Context: an optimization exercise on an open-source flow, tuned for small area, a short achievable clock period and few clock cycles per item. The choices shown serve that exercise and are no tape-out recipe.
Where RTL was checked, it was by simulation tests only, not by an equivalence proof against the original.
Power is estimated from default activity; no workload was simulated.

==> flow/design.v <==
module suma_fp(input clk, input rst, input start, input [31:0] A, B, output [31:0] Y, output done);
wire        sA = A[31], sB = B[31];
wire [7:0]  eA = A[30:23], eB = B[30:23];
wire [23:0] mA = {1'b1, A[22:0]}, mB = {1'b1, B[22:0]};
wire        e_lt  = eA < eB;                  
wire        swap  = A[30:0] < B[30:0];        
wire [7:0]  d     = e_lt ? (eB - eA) : (eA - eB);
wire [23:0] Xm    = swap ? mB : mA;           
wire [23:0] Zm    = swap ? mA : mB;           
wire [7:0]  ex    = e_lt ? eB : eA;
wire        xs    = swap ? sB : sA;
wire        zs    = swap ? sA : sB;
wire        far   = d > 8'd23;
wire [23:0] Zs    = far ? 24'd0 : (Zm >> d[4:0]);
wire        sub   = sA ^ sB;
wire        q     = sub & zs & far;
wire        inv   = sub & ~q;
wire [23:0] opa   = Xm ^ {24{q}};
wire [23:0] opb   = Zs ^ {24{inv}};
wire [23:0] g0 = opa & opb;
wire [23:0] p0 = opa ^ opb;
wire [24:0] G [0:5];
wire [24:0] P [0:5];
assign G[0] = {g0, sub};
assign P[0] = {p0, 1'b0};
genvar l, k;
generate
  for (l = 0; l < 5; l = l + 1) begin : lv
    for (k = 0; k < 25; k = k + 1) begin : bt
      if ((k >> l) & 1) begin : cmb
        localparam integer J = ((k >> l) << l) - 1;
        assign G[l+1][k] = G[l][k] | (P[l][k] & G[l][J]);
        assign P[l+1][k] = P[l][k] & P[l][J];
      end else begin : pas
        assign G[l+1][k] = G[l][k];
        assign P[l+1][k] = P[l][k];
      end
    end
  end
endgenerate
wire [24:0] cy = G[5];                
wire [24:0] R  = {cy[24] ^ inv, p0 ^ cy[23:0]};
reg [24:0] r_q;
reg [7:0]  e1_q;      
reg        neg_q;
reg        done_q;
always @(posedge clk) begin
  r_q    <= R;
  e1_q   <= ex + 8'd1;
  neg_q  <= xs | q;
  done_q <= start & ~rst;
end
reg [4:0] lz;
integer i;
always @* begin
  lz = 5'd25;
  for (i = 0; i < 25; i = i + 1)
    if (r_q[i]) lz = 5'd24 - i[4:0];
end
wire [24:0] nrm  = r_q << lz;
wire        zero = ~|r_q;
wire [7:0]  eo   = e1_q - {3'd0, lz};
assign Y    = zero ? 32'd0 : {neg_q, eo, nrm[23:1]};
assign done = done_q;
endmodule
clock: 20.0 ns
lec_check: 0
abc_area: 1
cap_margin: 20
core_margin: 2
core_utilization: 40
place_density: 0.6
slew_margin: 20
standard.sh (not shown) runs the stock make flow with config.mk's settings and CLKGATE_MAP_FILE= SYNTH_SCRIPT=/design/flow/synth_recipe.tcl, a recipe that flattens the netlist after the stock synthesis.
==> flow/flow/run.sh <==
#!/bin/bash
set -e
export BUFFER_PORTS_ARGS="-buffer_cell sky130_fd_sc_hd__buf_1"
export SETUP_SLACK_MARGIN=0
bash standard.sh > standard.log 2>&1
Then changed:
==> flow/design.v (replaced) <==
module suma_fp(input clk, input rst, input start, input [31:0] A, B, output [31:0] Y, output done);
wire        sA = A[31], sB = B[31];
wire [7:0]  eA = A[30:23], eB = B[30:23];
wire [23:0] mA = {1'b1, A[22:0]}, mB = {1'b1, B[22:0]};
wire        e_lt  = eA < eB;                  
wire [7:0]  d     = e_lt ? (eB - eA) : (eA - eB);
wire [23:0] Xm    = e_lt ? mB : mA;           
wire [23:0] Zm    = e_lt ? mA : mB;           
wire [7:0]  ex    = e_lt ? eB : eA;
wire        xs    = e_lt ? sB : sA;
wire        zs    = e_lt ? sA : sB;
wire        far   = d > 8'd23;
wire [23:0] Zs    = far ? 24'd0 : (Zm >> d[4:0]);
wire        sub   = sA ^ sB;
wire        q     = sub & zs & far;
wire [23:0] opa = Xm;
wire [23:0] opb = Zs ^ {24{sub}};
wire [23:0] g0  = opa & opb;
wire [23:0] p0  = opa ^ opb;
wire [23:0] G [0:5];
wire [23:0] P [0:5];
assign G[0] = g0;
assign P[0] = p0;
genvar l, k;
generate
  for (l = 0; l < 5; l = l + 1) begin : lv
    for (k = 0; k < 24; k = k + 1) begin : bt
      if ((k >> l) & 1) begin : cmb
        localparam integer J = ((k >> l) << l) - 1;
        assign G[l+1][k] = G[l][k] | (P[l][k] & G[l][J]);
        assign P[l+1][k] = P[l][k] & P[l][J];
      end else begin : pas
        assign G[l+1][k] = G[l][k];
        assign P[l+1][k] = P[l][k];
      end
    end
  end
endgenerate
wire        cout = G[5][23];
wire        eac  = sub & ~q & cout;
wire [23:0] cy   = {G[5][22:0] | (P[5][22:0] & {23{eac}}), eac};
wire [23:0] S    = p0 ^ cy;
wire        inv  = sub & (q | ~cout);
wire        neg  = sub ? (q | (cout ? xs : zs)) : sA;
reg [24:0] r_q;       
reg        inv_q;     
reg [7:0]  e1_q;      
reg        neg_q;
reg        done_q;
always @(posedge clk) begin
  r_q    <= {~sub & cout, S};
  inv_q  <= inv;
  e1_q   <= ex + 8'd1;
  neg_q  <= neg;
  done_q <= start & ~rst;
end
wire [24:0] rm = {r_q[24], r_q[23:0] ^ {24{inv_q}}};
reg [4:0] lz;
integer i;
always @* begin
  lz = 5'd25;
  for (i = 0; i < 25; i = i + 1)
    if (rm[i]) lz = 5'd24 - i[4:0];
end
wire [24:0] nrm  = rm << lz;
wire        zero = ~|rm;
wire [7:0]  eo   = e1_q - {3'd0, lz};
assign Y    = zero ? 32'd0 : {neg_q, eo, nrm[23:1]};
assign done = done_q;
endmodule
The changed run completed without violations.
Utilization drops by 0.31 points.
Die area drops by 5.4%.
Synthesized area drops by about 5.5%.
Setup slack gets worse by 910 ps.
Cell area drops by 5.5%.
Cell count drops by 5.0%.
Clock power drops by about 2%.
Sequential power drops by about 10%.
Routed wire length drops by about 4%.
Non-clock buffer count is unchanged.
Via count drops by 5.2%.
Critical path depth drops by 1.
Power climbs by 0.99%.
Testbench counts after the change, summed over its fixed seeds: cycles 3,200, items 3,200.
For the first run of this note, only the layout was checked, not whether the RTL still works.

* * *

job 101:
suma_fp, a different RTL version from the one above (not shown whole).
For scale: roughly 100 I/O pins, roughly 6500 um2 of cells after synthesis.
==> module suma_fp, before the edit <==
module suma_fp(input clk, input rst, input start, input [31:0] A, B, output [31:0] Y, output done);
wire        sA = A[31], sB = B[31];
wire [7:0]  eA = A[30:23], eB = B[30:23];
wire [23:0] mA = {1'b1, A[22:0]}, mB = {1'b1, B[22:0]};
wire        sub = sA ^ sB;
wire [7:0]  lt0 = ~eA & eB;
wire [7:0]  eq0 = ~(eA ^ eB);
wire [3:0]  lt1 = {lt0[7] | (eq0[7] & lt0[6]), lt0[5] | (eq0[5] & lt0[4]),
                                      lt0[3] | (eq0[3] & lt0[2]), lt0[1] | (eq0[1] & lt0[0])};
wire [3:0]  eq1 = {eq0[7] & eq0[6], eq0[5] & eq0[4], eq0[3] & eq0[2], eq0[1] & eq0[0]};
wire [1:0]  lt2 = {lt1[3] | (eq1[3] & lt1[2]), lt1[1] | (eq1[1] & lt1[0])};
wire        eq2 = eq1[3] & eq1[2];
wire        e_lt = lt2[1] | (eq2 & lt2[0]);   
wire [7:0]  de    = eA - eB;
wire [7:0]  d     = de ^ {8{e_lt}};
wire [23:0] Xm    = e_lt ? mB : mA;           
wire [23:0] Zm    = e_lt ? {1'b0, mA[23:1]} : mB;    
wire [7:0]  ex    = e_lt ? eB : eA;
wire        xs    = e_lt ? sB : sA;
wire        zs    = e_lt ? sA : sB;
wire        big   = |d[7:5];
wire        far   = big | (d[4] & d[3]) | (e_lt & d[4] & d[2] & d[1] & d[0]);
wire [23:0] Zs    = big ? 24'd0 : (Zm >> d[4:0]);
wire        q     = sub & zs & far;
wire [23:0] opa = Xm ^ {24{sub}};
wire [23:0] p0  = opa ^ Zs;
wire [23:0] G [0:5];
wire [23:0] P [0:5];
assign G[0] = opa & Zs;
assign P[0] = p0;
genvar l, k;
generate
  for (l = 0; l < 5; l = l + 1) begin : lv
    for (k = 0; k < 24; k = k + 1) begin : bt
      if ((k >> l) & 1) begin : cmb
        localparam integer J = ((k >> l) << l) - 1;
        assign G[l+1][k] = G[l][k] | (P[l][k] & G[l][J]);
        assign P[l+1][k] = P[l][k] & P[l][J];
      end else begin : pas
        assign G[l+1][k] = G[l][k];
        assign P[l+1][k] = P[l][k];
      end
    end
  end
endgenerate
wire        cout = G[5][23];
wire        eac  = sub & (q | cout);
wire [23:0] cy   = {G[5][22:0] | (P[5][22:0] & {23{eac}}), eac};
wire [23:0] S    = p0 ^ cy;
wire        inv  = sub & ~q & ~cout;
wire        neg  = sub ? (q | (cout ? zs : xs)) : sA;
reg [24:0] r_q;       
reg        inv_q;     
reg [7:0]  e1_q;      
reg        neg_q;
reg        done_q;
always @(posedge clk) begin
  r_q    <= {~sub & cout, S};
  inv_q  <= inv;
  e1_q   <= ex + 8'd1;
  neg_q  <= neg;
  done_q <= start & ~rst;
end
wire [24:0] rm = {r_q[24], r_q[23:0] ^ {24{inv_q}}};
reg [4:0] lz;
integer i;
always @* begin
  lz = 5'd25;
  for (i = 0; i < 25; i = i + 1)
    if (rm[i]) lz = 5'd24 - i[4:0];
end
wire [24:0] nrm  = rm << lz;
wire        zero = ~|rm;
wire [7:0]  eo   = e1_q - {3'd0, lz};
assign Y    = {neg_q & ~zero, eo & {8{~zero}}, nrm[23:1]};
assign done = done_q;
endmodule
export LEC_CHECK = 0
export ABC_AREA = 1
export CAP_MARGIN = 20
export CORE_MARGIN = 2
export CORE_UTILIZATION = 65
export CTS_BUF_LIST = sky130_fd_sc_hd__clkbuf_4
export PLACE_DENSITY = 0.8
export SLEW_MARGIN = 20
create_clock -name core_clock -period 20.0 [get_ports {clk}]
==> flow/flow/run.sh <==
#!/bin/bash
set -e
export BUFFER_PORTS_ARGS="-buffer_cell sky130_fd_sc_hd__buf_1"
export SETUP_SLACK_MARGIN=10
bash standard.sh > standard.log 2>&1
Modified inputs, job 102 compared to job 101
-- flow/design.v --
<<< job 101, line 4
wire [23:0] mA = {1'b1, A[22:0]}, mB = {1'b1, B[22:0]};
wire        sub = sA ^ sB;
wire [7:0]  lt0 = ~eA & eB;
wire [7:0]  eq0 = ~(eA ^ eB);
wire [3:0]  lt1 = {lt0[7] | (eq0[7] & lt0[6]), lt0[5] | (eq0[5] & lt0[4]),
                                      lt0[3] | (eq0[3] & lt0[2]), lt0[1] | (eq0[1] & lt0[0])};
wire [3:0]  eq1 = {eq0[7] & eq0[6], eq0[5] & eq0[4], eq0[3] & eq0[2], eq0[1] & eq0[0]};
wire [1:0]  lt2 = {lt1[3] | (eq1[3] & lt1[2]), lt1[1] | (eq1[1] & lt1[0])};
wire        eq2 = eq1[3] & eq1[2];
wire        e_lt = lt2[1] | (eq2 & lt2[0]);   
wire [7:0]  de    = eA - eB;
wire [7:0]  d     = de ^ {8{e_lt}};
wire [23:0] Xm    = e_lt ? mB : mA;           
wire [23:0] Zm    = e_lt ? {1'b0, mA[23:1]} : mB;    
>>> job 102, line 4
wire [23:0] mA = {1'b1, A[22:0]}, mB = {1'b1, B[22:0]};
wire        sub = sA ^ sB;
wire [8:0]  de    = {1'b0, eA} - {1'b0, eB};
wire        e_lt  = de[8];                    
wire [7:0]  d     = de[7:0] ^ {8{e_lt}};
wire [23:0] Xm    = e_lt ? mB : mA;           
wire [23:0] Zm    = e_lt ? {1'b0, mA[23:1]} : mB;    
## What came out
- On proportion of power drawn by the clock network, job 102 and job 101 are neck and neck.
- Job 101 -> job 102: CTS buffer count delta 0, exact match
- Job 102 gives more synthesis-to-finish area growth than job 101 did.
- Against job 101, job 102 comes in 0.051 ns higher on worst setup slack.
- fa_1 as the critical path's slowest cell was reported by job 102, and ha_1 by job 101.
- For job 101, the critical path capture point was r_q[12], unlike job 102, where it was r_q[3].
- On post-synthesis instance area, job 101 loses to job 102.
Function was not checked in any run of this note: the RTL went through the layout flow alone.

## re-timing with driven ports
No port has a modelled driver above. Below, the same layouts with a new extraction and two added sets of constraints. Step 1 sets driving cells, clkbuf_16 on the clock port and buf_2 on the other inputs (assumed; they add their load-dependent delay and slew). Step 2 also shifts input and output timing later by t, the mid clock arrival at the registers, as if the neighbouring blocks saw the same clock. Slacks: no drivers / after step 1 / after step 2; pairs: no drivers / after step 1.
run	t, ns	slack for setup (ns)	pins driven straight from the clock port
the first run of note 1	0.306	9.672 / 9.675 / 9.369	1
the second run of note 1	0.304	8.758 / 8.770 / 8.466	1
job 101	0.349	10.424 / 10.425 / 10.076	1
job 102	0.349	10.475 / 10.480 / 10.132	1
After both steps setup and hold are still met in every run listed. The setup slack of job 101, which loses most, moves by +0.001 ns with the drivers and by -0.348 ns with both steps.
